From an optimization exercise on the open Yosys and OpenROAD flow, aimed at small area, a short achievable clock period and few clock cycles; shortcuts taken in it are not production practice.
The RTL was checked by simulation tests, not by an equivalence proof against the original design.
Power and IR drop assume default switching activity.

==> flow/design.v <==
module cpu(clk, reset, read_data, datapath_out, mem_cmd, mem_addr);
  input clk, reset;
  input [15:0] read_data;
  output [15:0] datapath_out;
  output reg [1:0] mem_cmd;
  output reg [8:0] mem_addr;
  reg [15:0] R [0:7];
  reg [15:0] w1;        
  reg [2:0]  w1b;       
  reg        v1;        
  reg [15:0] ir;
  reg        irv;       
  reg [15:0] A, B;
  reg [8:0]  ma;
  reg        mab;       
  reg        inflight;  
  reg        ldwb;      
  reg [2:0]  ld_rd;
  reg        halted;
  reg [8:0]  pc;        
  reg [8:0]  pcm;       
  wire [2:0] opcode = ir[15:13];
  wire [1:0] op     = ir[12:11];
  wire [1:0] sh     = ir[4:3];
  wire is_ldr = opcode == 3'b011;
  wire is_str = opcode == 3'b100;
  wire is_hlt = opcode == 3'b111;
  wire exec   = irv & ~ldwb & ~halted & ~(mab & (is_ldr | is_str));
  wire memop  = exec & (is_ldr | is_str);
  reg [15:0] sb;
  always_comb begin
    case (sh)
      2'b00: sb = B;
      2'b01: sb = {B[14:0], 1'b0};
      2'b10: sb = {1'b0, B[15:1]};
      default: sb = {B[15], B[15:1]};
    endcase
  end
  wire [15:0] sum;
  pfx_add #(16) add16 (.a(A), .b(sb), .s(sum));
  reg [15:0] res;
  reg        wr;
  always_comb begin
    res = 16'b0;
    wr  = 1'b0;
    if (opcode == 3'b110) begin
      if (op == 2'b10) begin
        res = {{8{ir[7]}}, ir[7:0]};
        wr = 1'b1;
      end else if (op == 2'b00) begin
        res = sb;
        wr = 1'b1;
      end
    end else if (opcode == 3'b101) begin
      case (op)
        2'b00: begin res = sum;    wr = 1'b1; end
        2'b10: begin res = A & sb; wr = 1'b1; end
        2'b11: begin res = ~sb;    wr = 1'b1; end
        default: ;
      endcase
    end
  end
  wire [2:0] wnum = (opcode == 3'b110 && op == 2'b10) ? ir[10:8] : ir[7:5];
  wire        wx    = exec & wr;
  wire        we    = ldwb | wx;
  wire [2:0]  waddr = ldwb ? ld_rd : wnum;
  wire [15:0] wdata = ldwb ? read_data : res;
  always_ff @(posedge clk) begin
    if (we) R[waddr] <= wdata;
  end
  wire adv  = ~irv | exec;    
  wire take = ~v1 | adv;      
  wire refetch = inflight & ~take & ~halted;
  wire fetch = ~memop & ~halted & ~refetch & ~(pc[8] & (inflight | v1 | irv));
  assign datapath_out = B;
  always_comb begin
    if (memop) begin
      mem_cmd  = is_str ? 2'b10 : 2'b01;
      mem_addr = ma;
    end else begin
      mem_cmd  = (fetch | refetch) ? 2'b01 : 2'b00;
      mem_addr = refetch ? pcm : pc;
    end
  end
  wire [2:0] sela = w1[10:8];
  wire [2:0] selb = w1b;
  wire hitxa = wx & (wnum == sela);
  wire hitxb = wx & (wnum == selb);
  wire hitla = ldwb & (ld_rd == sela);
  wire hitlb = ldwb & (ld_rd == selb);
  wire [7:0] oha = 8'b1 << sela;
  wire [7:0] ohb = 8'b1 << selb;
  reg [15:0] ra, rb;
  integer k;
  always_comb begin
    ra = 16'b0;
    rb = 16'b0;
    for (k = 0; k < 8; k = k + 1) begin
      ra = ra | ({16{oha[k]}} & R[k]);
      rb = rb | ({16{ohb[k]}} & R[k]);
    end
  end
  wire [8:0] ma_r;
  pfx_add #(9) addr_r (.a(ra[8:0]), .b({{4{w1[4]}}, w1[4:0]}), .s(ma_r));
  wire [2:0] irb = (ir[14] | ir[13]) ? ir[2:0] : ir[7:5];
  wire hla = ldwb & (ld_rd == ir[10:8]);
  wire hlb = ldwb & (ld_rd == irb);
  wire [8:0] ma_h;
  pfx_add #(9) addr_h (.a(hla ? read_data[8:0] : A[8:0]), .b({{4{ir[4]}}, ir[4:0]}), .s(ma_h));
  always_ff @(posedge clk) begin
    if (adv) begin
      ir  <= w1;
      A   <= hitxa ? res : (hitla ? read_data : ra);
      B   <= hitxb ? res : (hitlb ? read_data : rb);
      ma  <= ma_r;
      mab <= hitxa | hitla;
    end else begin
      if (hla) A <= read_data;
      if (hlb) B <= read_data;
      if (hla | mab) ma <= ma_h;
      mab <= 1'b0;
    end
    if (take) begin
      w1  <= read_data;
      w1b <= (read_data[14] | read_data[13]) ? read_data[2:0] : read_data[7:5];
    end
    ld_rd <= wnum;
  end
  always_ff @(posedge clk) begin
    if (reset) begin
      pc       <= 9'd0;
      v1       <= 1'b0;
      irv      <= 1'b0;
      inflight <= 1'b0;
      ldwb     <= 1'b0;
      halted   <= 1'b0;
    end else begin
      if (fetch) begin
        pc  <= pc + 9'd1;
        pcm <= pc;
      end
      inflight <= fetch | refetch;
      if (take) v1 <= inflight;
      if (adv) irv <= v1;
      ldwb <= memop & is_ldr;
      if (exec & is_hlt) halted <= 1'b1;
    end
  end
endmodule
module pfx_add #(parameter W = 16) (a, b, s);
  input  [W-1:0] a, b;
  output [W-1:0] s;
  parameter L = 4;  
  wire [W-1:0] g [0:L];
  wire [W-1:0] p [0:L];
  assign g[0] = a & b;
  assign p[0] = a ^ b;
  genvar k, i;
  generate
    for (k = 0; k < L; k = k + 1) begin : lvl
      for (i = 0; i < W; i = i + 1) begin : bit_
        if (i >= (1 << k)) begin : c
          assign g[k+1][i] = g[k][i] | (p[k][i] & g[k][i-(1<<k)]);
          assign p[k+1][i] = p[k][i] & p[k][i-(1<<k)];
        end else begin : n
          assign g[k+1][i] = g[k][i];
          assign p[k+1][i] = p[k][i];
        end
      end
    end
  endgenerate
  assign s = p[0] ^ {g[L][W-2:0], 1'b0};
endmodule
make LEC_CHECK=0 CAP_MARGIN=20 CORE_MARGIN=2 CORE_UTILIZATION=40 CTS_CLUSTER_DIAMETER=150 CTS_CLUSTER_SIZE=22 SETUP_SLACK_MARGIN=2.5 SLEW_MARGIN=20 TNS_END_PERCENT=10 finish   # period 6.0 ns
run.sh (not shown) runs the stock make flow with config.mk's settings and CLKGATE_MAP_FILE= SYNTH_SCRIPT=/design/flow/synth_recipe.tcl, a recipe that flattens the netlist after the stock synthesis.
The first run passed the timing, design-rule and antenna checks.
Testbench counts at the start, summed over its fixed seeds: cycles 9,896.
Edit:
- ABC_AREA: unset -> 1
- TNS_END_PERCENT: 10 -> unset
Sequential share of layout area is lower by 1.3 points.
Power is higher by 15%.
Global-route usage is higher by 0.65 points.
Design area is higher by 2.9%.
Core utilization is lower by 0.41 points.
Register-to-register slack improves by 0.30 ns.
Non-clock buffer count is lower by 28.
Final cell count is higher by 33%.
Worst setup slack improves by 0.23 ns.
Synthesized cell count is higher by 50%.
First-iteration DRC count is higher by 19%.
Edit:
- ABC_AREA: 1 -> unset
- CTS_BUF_LIST: unset -> sky130_fd_sc_hd__clkbuf_8
- CTS_CLUSTER_DIAMETER: 150 -> unset
- CTS_CLUSTER_SIZE: 22 -> 40
Outcome: Total power came out lower by 4.3%; synthesized cell count came out lower by about 33%; final area came out higher by 1.1%; sequential power came out lower by about 5%; wire length came out lower by 6.6%.

========
v22:
Starts from the design.v that is shown in full above.
Settings: LEC_CHECK=0, CAP_MARGIN=20, CORE_MARGIN=2, CORE_UTILIZATION=60, CTS_CLUSTER_DIAMETER=150, CTS_CLUSTER_SIZE=22, SETUP_SLACK_MARGIN=2.5, SLEW_MARGIN=20; clock period 6.0 ns.
v22 completed end to end with timing, DRC and antenna clean.
Testbench counts of v22, summed over its fixed seeds: cycles 9,896.
[inputs] v17 vs v22
- changing SETUP_SLACK_MARGIN from 2.5 to 2.2
- removing CTS_CLUSTER_SIZE (formerly 22)
- changing CORE_UTILIZATION from 60 to 40
- removing CTS_CLUSTER_DIAMETER (formerly 150)
Results
Delta (v17 minus v22): row count went up by 25%; clock period minus worst slack has increased.
The overall die height of v17 is higher than that of v22.
Hold violation count in the final report: v22 vs v17 identical
On critical path depth: between v22 and v17, it ends up lower for v22.
Wire length of the first global-routing pass in v17 is about 6.6% higher than in v22
Per the comparison of v17 with v22, clock skew dropped 0.0052 ns; number of nets at the end of the flow barely changed; non-filler instance count after layout climbed 178; relative area change from synthesis to final layout climbed 3.0 points; first-iteration DRC count dropped about 10%.
Changes in v54 relative to v17:
- an added CTS_CLUSTER_DIAMETER of 150
- an added CTS_CLUSTER_SIZE of 22
- a change of SETUP_SLACK_MARGIN from 2.2 to 2.5
Results
Power in combinational cells: v54 vs v17 up 5.7%. Diff v17 -> v54: fraction of power consumed by sequential logic shows an increase of 6.7 points, via count flat. Residual DRC count: v54 vs v17 identical. Total area of multi-input combinational cells was lower in v17 than in v54. Summary — final cell count, v54 relative to v17: lower, by 14. Summary — clock power share, v54 relative to v17: lower, by 10 points. A type of the setup path with the least slack of reg2out is what v54 shows, while reg2reg belongs to v17. From v17 to v54 the numbers moved as follows: share of power burned in combinational logic saw an increase, leakage power total dropped 0.076 nW, met3 wirelength from detailed routing about even.
[inputs] v3 vs v54
- clearing CTS_CLUSTER_SIZE, which used to be 22
- clearing CTS_CLUSTER_DIAMETER, which used to be 150
[summary]
v3 against v54: overall power of the completed layout moved up; global-route usage over all layers increased 0.23 points; final worst-path setup slack grew by 0.039 ns; final area climbed 280 um^2.
| worst-case headroom to the max-slew limit | v3 vs v54 | 1.5 points lower |
Shortest period the worst path allows: v3 < v54

========
== JK ==
Another version of the RTL of cpu (not shown whole).
Size: roughly 830 cells after synthesis, roughly 160 flip-flops, about 45 I/O pins.
clock: 6.0 ns
lec_check: 0
abc_clock_period_in_ps: 3000
cap_margin: 20
core_margin: 2
core_utilization: 40
setup_slack_margin: 2.0
slew_margin: 20
JK: all stages complete, timing, DRC and antenna checks passed
Testbench counts of JK, summed over its fixed seeds: cycles 9,740.
Inputs modified between JK and MS:
# JK
export LEC_CHECK = 0
export ABC_CLOCK_PERIOD_IN_PS = 3000
export CAP_MARGIN = 20
export CORE_MARGIN = 2
export CORE_UTILIZATION = 40
export SETUP_SLACK_MARGIN = 2.0
export SLEW_MARGIN = 20
create_clock -name core_clock -period 6.0 [get_ports {clk}]
# MS
export LEC_CHECK = 0
export ABC_CLOCK_PERIOD_IN_PS = 3000
export CAP_MARGIN = 20
export CORE_MARGIN = 2
export CORE_UTILIZATION = 40
export SLEW_MARGIN = 20
create_clock -name core_clock -period 6.0 [get_ports {clk}]
--- outcome ---
Looking at area growth from synthesis to final layout across JK and MS, the one that comes out higher is JK.
When the final numbers for JK and MS were put side by side, the total number of nets in the final design turned out to be greater in JK.
Taking JK as the reference, in MS count of filler cells inserted in the layout climbed 256; cell area dropped 17%; shortest period the worst path allows increased by 1.12 ns relative to the old numbers.
diff inputs: MS => AL
# MS
export LEC_CHECK = 0
export ABC_CLOCK_PERIOD_IN_PS = 3000
export CAP_MARGIN = 20
export CORE_MARGIN = 2
export CORE_UTILIZATION = 40
export SLEW_MARGIN = 20
create_clock -name core_clock -period 6.0 [get_ports {clk}]
# AL
export LEC_CHECK = 0
export CAP_MARGIN = 20
export CORE_MARGIN = 2
export CORE_UTILIZATION = 40
export SLEW_MARGIN = 20
create_clock -name core_clock -period 6.0 [get_ports {clk}]
Findings:
AL went all the way through the flow, and no timing, DRC or antenna check failed. Comparing AL with MS, the combinational share of power came out essentially unchanged. Re total inserted antenna cells: no difference whatsoever between MS and AL. Comparing AL against MS, there is no change at all in critical path depth. On clock period minus worst slack, MS and AL are neck and neck. Diff AL..MS | worst setup slack | unchanged. Re portion of the clock cycle consumed by the worst path in the final layout: no difference whatsoever between MS and AL.

[static timing again, ports no longer ideal]
How much do the figures lean on ideal ports? The routed layouts below were timed once more, with nothing changed but the port constraints. Step 1 sets driving cells, clkbuf_16 on the clock port and buf_2 on the other inputs (assumed; they add their load-dependent delay and slew). Step 2 moves the port delays by t, midway between the first and last clock arrival at a register: inputs arrive t later, outputs are due t later. That takes back most of the time a late clock gives input paths. Three values: ideal, step 1, step 2; two values: the first two.
run	t, ns	setup slack, ns	hold slack, ns	worst setup path at the end
the first run of note 1	0.534	2.337 / 2.284 / 1.884	0.415 / 0.415 / 0.415	input to register
the second run of note 1	0.536	2.571 / 2.519 / 2.192	0.429 / 0.429 / 0.429	input to register
the third run of note 1	0.593	2.464 / 2.415 / 2.009	0.402 / 0.402 / 0.402	input to register
v22	0.534	2.340 / 2.292 / 2.188	0.419 / 0.419 / 0.419	input to register
v17	0.590	2.293 / 2.254 / 1.876	0.407 / 0.407 / 0.407	input to register
v54	0.530	2.496 / 2.442 / 2.126	0.419 / 0.419 / 0.419	input to register
v3	0.587	2.536 / 2.483 / 2.036	0.408 / 0.408 / 0.408	input to register
JK	0.482	1.447 / 1.405 / 1.472	0.454 / 0.454 / 0.454	register to register
MS	0.484	0.322 / 0.275 / 0.580	0.443 / 0.443 / 0.443	register to register
AL	0.484	0.322 / 0.275 / 0.580	0.443 / 0.443 / 0.443	register to register
After both steps setup and hold are still met in every run listed. The setup slack of v3, which loses most, moves by -0.053 ns with the drivers and by -0.500 ns with both steps.
